This is an optimization exercise on Yosys and OpenROAD, whose aim is small area, a short achievable clock period and few clock cycles per item, not a production implementation.
The RTL was checked by simulation tests, not by an equivalence proof against the original design.
Power is estimated from default activity; no workload was simulated.

===== design.v =====
module shift_add_multiplier
#(
    parameter int OPERAND_WIDTH = 32
)
(
    input logic flush,
    input logic clk,
    input logic rst,
    input logic start,
    input logic [1:0] mul_type,
    input logic[OPERAND_WIDTH-1:0] a,
    input logic[OPERAND_WIDTH-1:0] b,
    output logic[2*OPERAND_WIDTH-1:0] p,
    output logic done,  
    output  logic   work
);
    enum int unsigned {IDLE, SHIFT, ADD, DONE} curr_state, next_state;
    localparam int OP_WIDTH_LOG = $clog2(OPERAND_WIDTH);
    logic [OP_WIDTH_LOG-1:0] counter;
    logic [OPERAND_WIDTH-1:0] b_reg;
    logic [2*OPERAND_WIDTH-1:0] accumulator, a_reg;  
    logic neg_result;
    always_comb
    begin : state_transition
        next_state = curr_state;
        unique case (curr_state)
            IDLE:    
            begin
                if (flush )next_state = IDLE;
                else next_state = start ? ADD : IDLE;
            end
            ADD:    
             begin
                if (flush )next_state = IDLE;
                else next_state = SHIFT;
            end
            SHIFT:   
            begin
                if (flush )next_state = IDLE;
                else next_state = (counter == unsigned'((OP_WIDTH_LOG)'(OPERAND_WIDTH-1))) ? DONE : ADD;
            end
            DONE:    
            begin
                if (flush )next_state = IDLE;
                else next_state = start ? DONE : IDLE;
            end
            default: next_state = curr_state;
        endcase
    end : state_transition
    always_comb
    begin : state_outputs
        done = '0;
        p = '0;
        unique case (curr_state)
            DONE:
            begin
                done = 1'b1;
                unique case (mul_type)
                    2'b00: p = accumulator[2*OPERAND_WIDTH-1:0];
                    2'b01,
                    2'b10: p = neg_result ? (~accumulator[2*OPERAND_WIDTH-1-1:0])+1'b1 : accumulator;
                    default: ;
                endcase
            end
            default: ;
        endcase
    end : state_outputs
    always_ff @ (posedge clk)
    begin
        if (rst || flush)
        begin
            curr_state <= IDLE;
            a_reg <= '0;
            b_reg <= '0;
            accumulator <= '0;
            counter <= '0;
            neg_result <= '0;
        end
        else
        begin
            curr_state <= next_state;
            unique case (curr_state)
                IDLE:
                begin
                    if (start)
                    begin
                        accumulator <= '0;
                        unique case (mul_type)
                            2'b00:
                            begin
                                neg_result <= '0;    
                                a_reg <= {{OPERAND_WIDTH{1'b0}}, a};
                                a_reg <= {{OPERAND_WIDTH{1'b0}}, a};
                                b_reg <= b;
                            end
                            2'b01:
                            begin
                                neg_result <= (a[OPERAND_WIDTH-1] ^ b[OPERAND_WIDTH-1]) && ((a != '0) && (b != '0));
                                a_reg <= (a[OPERAND_WIDTH-1]) ? {OPERAND_WIDTH*{1'b0}, (~a + 1'b1)} : a;
                                b_reg <= (b[OPERAND_WIDTH-1]) ? {(~b + 1'b1)} : b;
                                b_reg <= (b[OPERAND_WIDTH-1]) ? {(~b + 1'b1)} : b;
                            end
                            2'b10:
                            begin
                                neg_result <= a[OPERAND_WIDTH-1];
                                a_reg <= (a[OPERAND_WIDTH-1]) ? {OPERAND_WIDTH*{1'b0}, (~a + 1'b1)} : a;
                                b_reg <= b;
                            end
                            default:;
                        endcase
                    end
                end
                ADD: if (b_reg[0]) accumulator <= accumulator + a_reg;
                SHIFT:
                begin
                    a_reg <= a_reg<<1;
                    b_reg <= b_reg>>1;
                    counter <= counter + 1'b1;
                end
                DONE: counter <= '0;
                default: ;
            endcase
        end
    end
    always_ff @( posedge clk ) begin 
        if (rst || flush)       work <= 1'b0;
        else if(start) work <= 1'b1;
        else if (done) work <= 1'b0;
        else           work <= work;
    end
endmodule

===== config.mk =====
export PLATFORM = sky130hd
export DESIGN_NAME = shift_add_multiplier
export DESIGN_NICKNAME = shift_add_multiplier
export VERILOG_FILES = /design/flow/design.v
export SDC_FILE = /design/flow/constraint.sdc
export NUM_CORES = 4
export LEC_CHECK = 0
export CAP_MARGIN = 20
export CORE_MARGIN = 2
export CORE_UTILIZATION = 40
export SLEW_MARGIN = 20

===== run.sh =====
#!/bin/bash
# synth_recipe.tcl (not shown) runs the flow's synth.tcl, then flattens the netlist and writes it again
# the make line also repeats each setting of config.mk as NAME=value (left out here)
make -C /OpenROAD-flow-scripts/flow DESIGN_CONFIG=/design/flow/config.mk WORK_HOME=/design/flow/orfs CLKGATE_MAP_FILE= SYNTH_SCRIPT=/design/flow/synth_recipe.tcl finish

===== constraint.sdc =====
create_clock -name core_clock -period 5.5 [get_ports {clk}]
set_input_delay 1.1000 -clock core_clock [delete_from_list [all_inputs] [get_ports {clk}]]
set_output_delay 1.1000 -clock core_clock [all_outputs]
set_load 0.01 [all_outputs]

==> flow_results.org <==
** Status
- Run status :: complete, no violations

** Global route
- Pin count of the biggest net entering global routing :: between 60 and 70
- The number of antenna violations at the first check in global routing was 0.
- The number of global-route vias before repair was around 13000.
- For this run, the total global-route usage over all layers was measured as 24.4%.
- The first global-routing pass estimated approximately 70000 um of wire.
- For this run the aggregate overflow at the end of global routing stands at 0.

** STA
- Adding up every negative setup slack in the final design gives 0 ps.
- Worst slew margin relative to its limit :: around 41%
- Shortest clock period the worst path allows after layout :: ~5200 ps
- The number of hold violations in the final report is 0.
- Setup violations remaining at the end of the flow were counted as 0.
- Tcrit/Tclk final :: 95.4%
- Setup repair after global routing left no endpoint under its margin.
- Transition time of the tightest slew-check pin :: around 880 ps
- Based on the critical path, the design can be clocked at up to 0.191 GHz.
- The total count of max-transition violations in the final report came to 0.
- Clock skew after layout :: around 12 ps

** Floorplanning
- Starting density of the core :: between 40% and 50%
- The floorplan has 67 rows.
- Height of the die :: about 190 um
- Measured along the x axis, the die boundary spans approximately 190 um.
- Core Region :: between 30000 and 40000 um2
- Overall die area :: 35100 um2
- For this design the top-level I/O count stands at 136.

** Setup path
- Startpoint Class :: flop
- Critical setup path kind :: flop to primary output
- Worst path buffer plus inverter count :: 2
- CP max FO :: 6
- On the critical path the largest part of the delay comes from simple AND/OR/NAND/NOR gates.
- Cells along the critical path :: inv_1, ha_1, or4b_4, or3_4, or3_4, o41ai_4, and2_4, nand2_2, nor2_2, o21ai_1, a21oi_2, clkdlybuf4s50_1
- The slowest stage of the critical path belongs to the cell clkdlybuf4s50_1.
- Arrival time at the worst endpoint :: ~4100 ps
- Required time of the worst setup path :: between 4000 and 5000 ps
- STA classifies the critical path endpoint as a primary output.
- For this run, the slowest stage of the critical path takes 610 ps.
- The cell that appears most often on the critical path is or3_4.

** Clocking
- Number of levels the H-tree was split into :: 4
- Clock tree synthesis inserted a total of 17 buffers.
- Gates resized during post-CTS repair numbered 0.
- For this design, the CTS-stage hold fixing added 0 buffers.
- Clock Root Buffer :: clkbuf_16
- Clock tree synthesis found a total of approximately 170 sinks.
- Number of post-CTS setup repair buffers :: 0
- Clock transition at the registers of the reported paths :: 60 ps
- In this run the deepest clock path goes through 2 buffers.
- Clock latency on the worst-skew pair, taken at its later pin, is 440 ps.
- CTS tree :: yes

** Synth
- The commonest cells after synthesis are nor2_1, nand2_1, dfxtp_1.
- Averaged over all synthesized cells, the footprint is around 7.5 um2.
- Warnings from Yosys :: 1
- Counting flops with a built-in enable in the synthesized netlist gives 0.
- In the post-synthesis netlist, the biggest area contributors are dfxtp_1, ha_1, a21oi_1.
- Synthesized instance count :: 1800
- Synth Register Bits :: about 170
- Sequential elements use approximately a quarter of the synthesized area.
- Number of library cell types mapped by synthesis :: 86
- The most used flip-flop cell after synthesis is dfxtp_1.
- Cell accounting for the most synthesized area :: dfxtp_1
- Most numerous cell in the Yosys netlist :: nor2_1
- In this run the cell area of the synthesized design comes to around 13000 um2.
- Counting every net in the synthesized netlist gives around 1900.
- Fraction of post-synthesis cell area in the top cell type by area :: between 20% and 30%
- Fraction of synthesis flops using an asynchronous set or reset pin :: 0%

** Routing
- Via density per instance :: between 6 and 7
- Number of design rule violations left after detail routing :: 0
- Via total after detailed routing :: 14100
- For this block, the initial DRC count from the detailed router was about 1500.
- Wire length reported by the detailed router :: between 40000 and 50000 um
- After detailed routing, the average wire length per cell comes to ~19 um.
- The count of nets left with antenna violations once routing finished came out at 0.
- DR pass1 iterations :: 8

** Cells and area
- Relative to the synthesized area, the layout overhead comes to 17.0%.
- Proportion of layout cells with a drive suffix above 1 :: under 10%
- Diode insertion count for antenna repair :: 0
- Counting the fill cells in the layout gives 3452.
- After the last flow step, the layout net total stands at approximately 2000.

** Placement
- The congestion estimate from routability-driven global placement came to between 0.9 and 1.
- Number of port buffers :: 135
- Post-detailed-placement half-perimeter wirelength :: ~33000 um

** Run
- Max-cap violations in this run came to 0.

** Pwr
- Leakage Power :: 6.16 nW
- For this design the ratio of total power to cell area is around 180 nW/um2.
- Final Total Pwr :: about 2.8 mW
- The worst-case IR drop observed on VDD is ~0.00022 V.

** Hold path
- Kind of path behind the tightest hold check :: flop to flop
-- worst paths after layout --
path	startpoint	to	slack [ps]	depth (start not counted)
setup / recovery	accumulator[1]	p[62]	260	12
hold / removal	b_reg[31]	b_reg[31]	500	2
setup reg to reg	accumulator[32]	accumulator[59]	1600	11
hold reg to reg	b_reg[31]	b_reg[31]	500	2
-- worst min-delay path, stage by stage, from the launching register on --
cell	delay, ps
dfxtp_1	340
a32oi_1	60
nor2_1	70
-- cell families after synthesis --
family / count (synthesis) / share of synthesized area, %
AND/OR/NAND/NOR: 662 / 23.9
AO/OA/AOI/OAI: 624 / 32.3
flip-flops: 169 / 25.1
buffers and inverters: 161 / 4.57
XOR/XNOR: 108 / 7.03
adder cells (fa/ha/maj): 74 / 6.93
multiplexers: 2 / 0.158
-- cell usage in the layout (no fill, tap or decap), drive strengths merged, types with 13 or more instances in the layout --
cell type and n:
a211oi 13, a21o 37, a21oi 166, a222oi 61
a22o 36, a22oi 29, a311oi 16, and2 17
buf 33, clkbuf 22, clkdlybuf4s50 135, dfxtp 169
ha 73, inv 37, nand2 179, nand2b 17
nand3 34, nand4 26, nor2 204, nor3 57
nor4 22, o21ai 116, o21bai 17, o31ai 31
o41ai 15, or3 34, xnor2 60, xor2 48
-- cell type report --
cell class                      instances  area (um2)  area share, %
Multi-Input combinational cell       1470        9510           60.3
Sequential cell                       169        3380           21.5
Timing Repair Buffer                  168        1600           10.1
Tap cell                              448         561           3.56
Clock buffer                           22         464           2.95
Inverter                               38         143          0.905
Clock inverter                          8        97.6          0.619
-- metal layers --
layer	wire, um	track usage, %	up-vias
li1	-	-	6884
met1	21800	36.4	6582
met2	18200	36.3	546
met3	3320	4.32	42
met4	541	5.24	0
met5	0	0	-
-- metrics by stage --
stage | cells | cell area (um2) | hold slack [ps] | util (%) | setup WS, ps
2_1_floorplan | 1800 | 13500 | 453 | - | 1550
3_3_place_gp | 2293 | 15200 | 481 | 45.5 | 613
3_5_place_dp | 2293 | 15200 | 486 | 45.5 | 625
4_1_cts | 2323 | 15800 | 505 | 47.2 | 236
5_1_grt | 2323 | 15800 | 525 | 47.2 | 9.59
6_report | 2323 | 15800 | 502 | 47.2 | 256
-- power breakdown --
part	internal [mW]	switching, mW	total (mW)
combinational	0.157	0.223	0.380
sequential	1.24	0.0191	1.26
clock	0.685	0.496	1.18
Testbench counts, summed over its fixed seeds: cycles 51,456, items 768.

-- re-timing with driven ports --
The results above use ideal ports. As a check the final layout listed here was re-extracted and re-timed, cells and wires unchanged. Step 1 sets driving cells, clkbuf_16 on the clock port and buf_2 on the other inputs (assumed; they add their load-dependent delay and slew). Step 2 moves the port delays by t, midway between the first and last clock arrival at a register: inputs arrive t later, outputs are due t later. That takes back most of the time a late clock gives input paths. a / b / c = ideal / step 1 / step 2; a / b = the first two.
shift t [ns]: 0.483
setup WS [ns]: 0.256 / 0.207 / 0.480
slew at the worst register clock pin (ns): 0.07 / 0.07
worst slew at a driven data input, ns: 0.05
After both steps this run still meets setup and hold. For this run, drivers alone change the setup slack by -0.049 ns; drivers and shift together by +0.224 ns.
